Context: an optimization exercise on an open-source flow, tuned for small area, a short achievable clock period and few clock cycles. The choices shown serve that exercise and are no tape-out recipe. In this exercise RTL edits were held to simulation tests only and were not proved equivalent to the original. Power and IR drop assume default switching activity.

==> flow/design.v <==
module divider
	# (parameter SIZE = 32)
   (input clk,
	input start,
	input reset,
	input [SIZE - 1:0] divisor, dividend,
	output reg error, done,
	output [SIZE - 1:0] quotient, remainder
	);
localparam [1:0] IDLE = 2'd0, NORM = 2'd1, ITER = 2'd2;
reg [1:0] state;
reg [SIZE-1:0] r, q, d;
reg [4:0] cnt;
reg [4:0] lz_d, lz_r;     
function [4:0] lzc;      
	input [SIZE-1:0] x;
	integer i;
	begin
		lzc = 5'd0;
		for (i = 0; i < SIZE; i = i + 1)
			if (x[i]) lzc = SIZE - 1 - i;
	end
endfunction
function [SIZE-1:0] smear;
	input [SIZE-1:0] x;
	integer i;
	begin
		smear = x;
		for (i = 1; i < SIZE; i = i * 2)
			smear = smear | (smear >> i);
	end
endfunction
wire [4:0] n = lz_d - lz_r;    
wire       dvsr_zero = (divisor == 0);
wire       q_zero = dvsr_zero | (|(divisor & ~smear(dividend)));
function [SIZE:0] sub_ks;      
	input [SIZE-1:0] a, b;
	reg [SIZE:0] g, p;
	integer k, s;
	begin
		g = {a & ~b, 1'b1};        
		p = {~(a ^ b), 1'b0};
		for (s = 1; s <= SIZE; s = s * 2)
			for (k = SIZE; k >= s; k = k - 1) begin
				g[k] = g[k] | (p[k] & g[k-s]);
				p[k] = p[k] & p[k-s];
			end
		sub_ks = {g[SIZE], ~(a ^ b) ^ g[SIZE-1:0]};
	end
endfunction
wire [SIZE:0] sres = sub_ks(r, d);
wire [SIZE-1:0] diff = sres[SIZE-1:0];
wire          ge = sres[SIZE];
assign quotient  = q;
assign remainder = r;
always @(posedge clk) begin
	if (reset) begin
		state <= IDLE;
		done  <= 1'b0;
		error <= 1'b0;
	end else begin
		done  <= 1'b0;
		error <= 1'b0;
		case (state)
			IDLE:
				if (start) begin
					done  <= q_zero;
					error <= dvsr_zero;
					if (!q_zero) state <= NORM;
				end
			NORM:
				state <= ITER;
			ITER:
				if (cnt == 0) begin
					state <= IDLE;
					done  <= 1'b1;
				end
			default:
				state <= IDLE;
		endcase
	end
end
wire idle = (state == IDLE);
wire take = ge & (state == ITER);
always @(posedge clk)
	r <= ({SIZE{idle}} & dividend) | ({SIZE{take}} & diff) | ({SIZE{~idle & ~take}} & r);
always @(posedge clk) begin
	lz_d <= lzc(divisor);
	lz_r <= lzc(dividend);
end
always @(posedge clk)
	q <= idle ? {SIZE{1'b0}} : {q[SIZE-2:0], take};
always @(posedge clk) begin
	case (state)
		IDLE: d <= divisor;
		NORM: d <= d << n;
		default: d <= d >> 1;
	endcase
	cnt <= (state == NORM) ? n : cnt - 1'b1;
end
endmodule
Settings: LEC_CHECK=0, CAP_MARGIN=20, CORE_MARGIN=2, CORE_UTILIZATION=40, PLACE_DENSITY=0.6, SETUP_SLACK_MARGIN=1.2, SLEW_MARGIN=20; clock period 4.0 ns.
standard.sh (not shown) runs the stock make flow with config.mk's settings and CLKGATE_MAP_FILE= SYNTH_SCRIPT=/design/flow/synth_recipe.tcl, a recipe that flattens the netlist after the stock synthesis.
==> flow/flow/run.sh <==
#!/bin/bash
set -euo pipefail
export BUFFER_PORTS_ARGS="-buffer_cell sky130_fd_sc_hd__buf_1"
bash standard.sh > standard.log 2>&1
The first run passed the timing, design-rule and antenna checks.
Testbench counts at the start, summed over its fixed seeds: cycles 13,020.
Rerun with:
--- a/flow/flow/run.sh
+++ b/flow/flow/run.sh
@@ -3,0 +4 @@
+export CTS_ARGS="-sink_clustering_enable -repair_clock_nets -buf_list sky130_fd_sc_hd__clkbuf_8 -dont_use_dummy_load"
--- a/flow/config.mk
+++ b/flow/config.mk
@@ -10,0 +11 @@
+export CTS_BUF_LIST = sky130_fd_sc_hd__clkbuf_8
@@ -12 +13 @@
-export SETUP_SLACK_MARGIN = 1.2
+export SETUP_SLACK_MARGIN = 3.0
@@ -13,0 +15 @@
+export TNS_END_PERCENT = 0
Effect:
- global-route usage came out lower by 0.20 points
- power falls by 17%
- synthesized area does not change
- via count fell by 3.7%
- sequential power hardly moves
- count of clock-buffer cells in the layout is lower by 1
- clock power came out lower by 45%
- sequential cell count does not change
Rerun with:
==> flow/flow/run.sh (replaced) <==
#!/bin/bash
set -euo pipefail
export BUFFER_PORTS_ARGS="-buffer_cell sky130_fd_sc_hd__buf_1"
bash standard.sh > standard.log 2>&1
--- a/flow/config.mk
+++ b/flow/config.mk
@@ -13 +13 @@
-export SETUP_SLACK_MARGIN = 3.0
+export SETUP_SLACK_MARGIN = 1.5
Register-to-register slack barely changes.
Total power rose by 8.5%.
Sequential share of layout area fell by 0.77 points.
Critical path depth rose by 1.
Hold slack improves by 9.8 ps.
Via count barely changes.
Global-route usage came out higher by 0.10 points.
Maximum frequency hardly moves.
Routed wire length barely changes.
Rerun with:
--- a/flow/config.mk
+++ b/flow/config.mk
@@ -11 +10,0 @@
-export CTS_BUF_LIST = sky130_fd_sc_hd__clkbuf_8
@@ -13 +12 @@
-export SETUP_SLACK_MARGIN = 1.5
+export SETUP_SLACK_MARGIN = 0.5
@@ -15 +13,0 @@
-export TNS_END_PERCENT = 0
Result: The new run produced a clean layout. Wire length fell by about 3%. Sequential power hardly moves. Power is lower by 2.8%. Count of clock-buffer cells in the layout came out higher by 1. Register-to-register slack loses 460 ps. Fmax shrinks by 14%. Clock power goes up by 29%. Synthesized cell count is unchanged. Non-clock buffer count fell by 32. Cell count falls by about 2.4%. First-iteration DRC count climbs by about 28%.
Rerun with:
--- a/flow/flow/run.sh
+++ b/flow/flow/run.sh
@@ -3,0 +4,3 @@
+export CTS_ARGS="-sink_clustering_enable -repair_clock_nets -buf_list sky130_fd_sc_hd__clkbuf_8 -dont_use_dummy_load"
+bash standard.sh place > standard_place.log 2>&1
+export SETUP_SLACK_MARGIN=2.0
--- a/flow/config.mk
+++ b/flow/config.mk
@@ -12 +11,0 @@
-export SETUP_SLACK_MARGIN = 0.5
@@ -13,0 +13 @@
+export TNS_END_PERCENT = 0
=>
- wire length is higher by 6.2%
- total power is lower by 5.5%
- global-route usage is higher by 1.1 points
- combinational power is higher by 19%
Rerun with:
==> flow/flow/run.sh (replaced) <==
#!/bin/bash
set -euo pipefail
export BUFFER_PORTS_ARGS="-buffer_cell sky130_fd_sc_hd__buf_1"
bash standard.sh > standard.log 2>&1
--- a/flow/config.mk
+++ b/flow/config.mk
@@ -13 +12,0 @@
-export TNS_END_PERCENT = 0
Area after synthesis stays the same.
Wire length is lower by 5.8%.
Worst setup slack loses 380 ps.
First-iteration DRC count is lower by 7.5%.
Count of clock-buffer cells in the layout is higher by 1.
Power is higher by 5.8%.
Sequential cell count does not change.
Sequential power is about the same.
Cell count is lower by 1.2%.
Cell area is lower by 5.8%.
Clock power is higher by 82%.

========
RTL: the design.v shown in full above, as it stands there.
==> flow/config.mk <==
export PLATFORM = sky130hd
export DESIGN_NAME = divider
export DESIGN_NICKNAME = divider
export VERILOG_FILES = /design/flow/design.v
export SDC_FILE = /design/flow/constraint.sdc
export NUM_CORES = 4
export LEC_CHECK = 0
export CAP_MARGIN = 20
export CORE_MARGIN = 2
export CORE_UTILIZATION = 40
export PLACE_DENSITY = 0.6
export SETUP_SLACK_MARGIN = 1.2
export SLEW_MARGIN = 20
export TNS_END_PERCENT = 0
==> flow/constraint.sdc <==
create_clock -name core_clock -period 4.0 [get_ports {clk}]
set_input_delay 0.8000 -clock core_clock [delete_from_list [all_inputs] [get_ports {clk}]]
set_output_delay 0.8000 -clock core_clock [all_outputs]
set_load 0.01 [all_outputs]
==> flow/flow/run.sh <==
#!/bin/bash
set -euo pipefail
export BUFFER_PORTS_ARGS="-buffer_cell sky130_fd_sc_hd__buf_1"
bash standard.sh > standard.log 2>&1
Testbench counts at the start, summed over its fixed seeds: cycles 13,020.
Then changed:
- CORE_UTILIZATION: 40 -> 65
- PLACE_DENSITY: 0.6 -> 0.8
- SETUP_SLACK_MARGIN: 1.2 -> unset
- TNS_END_PERCENT: 0 -> unset
After rerunning: Design area is lower by 8.8%. Routed wire length came out lower by about 10%. Utilization is higher by 25 points. Via count drops by 1.5%.
Then changed:
==> flow/flow/run.sh (replaced) <==
#!/bin/bash
set -euo pipefail
export BUFFER_PORTS_ARGS="-buffer_cell sky130_fd_sc_hd__buf_1"
export CTS_ARGS="-sink_clustering_enable -repair_clock_nets -buf_list sky130_fd_sc_hd__clkbuf_8 -dont_use_dummy_load"
bash standard.sh > standard.log 2>&1
- CORE_UTILIZATION: 65 -> 40
- CTS_BUF_LIST: unset -> sky130_fd_sc_hd__clkbuf_8
- PLACE_DENSITY: 0.8 -> 0.6
- SETUP_SLACK_MARGIN: unset -> 2.0
- TNS_END_PERCENT: unset -> 0
- The changed run finished with timing, DRC and antenna clean
- combinational power grows by 17%
- critical path depth falls by 2
- first-iteration DRC count is higher by 0.68%
- setup slack improves by 0.56 ns
Then changed:
==> flow/flow/run.sh (replaced) <==
#!/bin/bash
set -euo pipefail
export BUFFER_PORTS_ARGS="-buffer_cell sky130_fd_sc_hd__buf_1"
export CTS_ARGS="-sink_clustering_enable -repair_clock_nets -sink_clustering_size 30 -sink_clustering_max_diameter 200 -buf_list sky130_fd_sc_hd__clkbuf_8 -root_buf sky130_fd_sc_hd__clkbuf_8"
bash standard.sh > standard.log 2>&1
Outcome: Clock-buffer cell count goes up by 1. Routed wire length went up by about 0.35%. Sequential share of layout area falls by 0.35 points. Final area goes up by 1.3%.
Then changed:
==> flow/flow/run.sh (replaced) <==
#!/bin/bash
set -euo pipefail
export BUFFER_PORTS_ARGS="-buffer_cell sky130_fd_sc_hd__buf_1"
bash standard.sh > standard.log 2>&1
- CTS_CLUSTER_DIAMETER: unset -> 100
- CTS_CLUSTER_SIZE: unset -> 40
- SETUP_SLACK_MARGIN: 2.0 -> unset
- TNS_END_PERCENT: 0 -> unset
=> Global-route usage drops by 0.64 points; area after synthesis is unchanged; non-clock buffer count drops by 22; die area is unchanged; combinational power drops by 16%; fmax drops by 14%; cell count drops by 1.6%; sequential power hardly moves; power drops by 11%; first-iteration DRC count climbs by 30%; wire length drops by 3.7%.
Then changed:
==> flow/flow/run.sh (replaced) <==
#!/bin/bash
set -euo pipefail
export BUFFER_PORTS_ARGS="-buffer_cell sky130_fd_sc_hd__buf_1"
export CTS_ARGS="-sink_clustering_enable -repair_clock_nets -buf_list sky130_fd_sc_hd__clkbuf_8 -dont_use_dummy_load"
bash standard.sh > standard.log 2>&1
- CTS_BUF_LIST: sky130_fd_sc_hd__clkbuf_8 -> unset
- CTS_CLUSTER_DIAMETER: 100 -> unset
- CTS_CLUSTER_SIZE: 40 -> unset
- PLACE_DENSITY: 0.6 -> 0.75
- SETUP_SLACK_MARGIN: unset -> 2.0
- TNS_END_PERCENT: unset -> 0
Outcome:
- count of clock-buffer cells in the layout falls by 1
- setup slack improved by 0.46 ns
- final area rises by about 10%
- synthesized cell count does not change

re-timing with driven ports:
The results above use ideal ports. As a check the final layouts listed here were re-extracted and re-timed, cells and wires unchanged. Step 1 assumes that a clkbuf_16 drives the clock port and a buf_2 every other input. Step 2 moves the port delays by t, midway between the first and last clock arrival at a register: inputs arrive t later, outputs are due t later. That takes back most of the time a late clock gives input paths. a / b / c = no drivers / after step 1 / after step 2; a / b = the first two.
run | t (ns) | setup WS [ns] | clock arrival spread, ns | worst data-port slew with drivers (ns)
the first run of note 1 | 0.471 | 1.158 / 1.158 / 0.949 | 0.008 / 0.007 | 0.08
the second run of note 1 | 0.496 | 1.162 / 1.162 / 0.849 | 0.034 / 0.034 | 0.07
the third run of note 1 | 0.491 | 1.167 / 1.167 / 0.822 | 0.012 / 0.012 | 0.08
the fourth run of note 1 | 0.468 | 0.703 / 0.703 / 0.619 | 0.008 / 0.008 | 0.08
the fifth run of note 1 | 0.480 | 1.087 / 1.087 / 0.833 | 0.040 / 0.040 | 0.08
the sixth run of note 1 | 0.468 | 0.703 / 0.703 / 0.619 | 0.008 / 0.008 | 0.08
the first run of note 2 | 0.467 | 1.149 / 1.149 / 0.876 | 0.008 / 0.007 | 0.08
the second run of note 2 | 0.460 | 0.603 / 0.603 / 0.603 | 0.009 / 0.009 | 0.06
the third run of note 2 | 0.496 | 1.162 / 1.162 / 0.849 | 0.034 / 0.034 | 0.07
the fourth run of note 2 | 0.516 | 1.165 / 1.165 / 0.863 | 0.015 / 0.016 | 0.07
the fifth run of note 2 | 0.485 | 0.719 / 0.719 / 0.690 | 0.014 / 0.015 | 0.08
the sixth run of note 2 | 0.484 | 1.181 / 1.181 / 0.956 | 0.031 / 0.031 | 0.10
After both steps setup and hold are still met in every run listed. For the third run of note 1, which loses most, drivers alone change the setup slack by 0.000 ns; drivers and shift together by -0.345 ns.
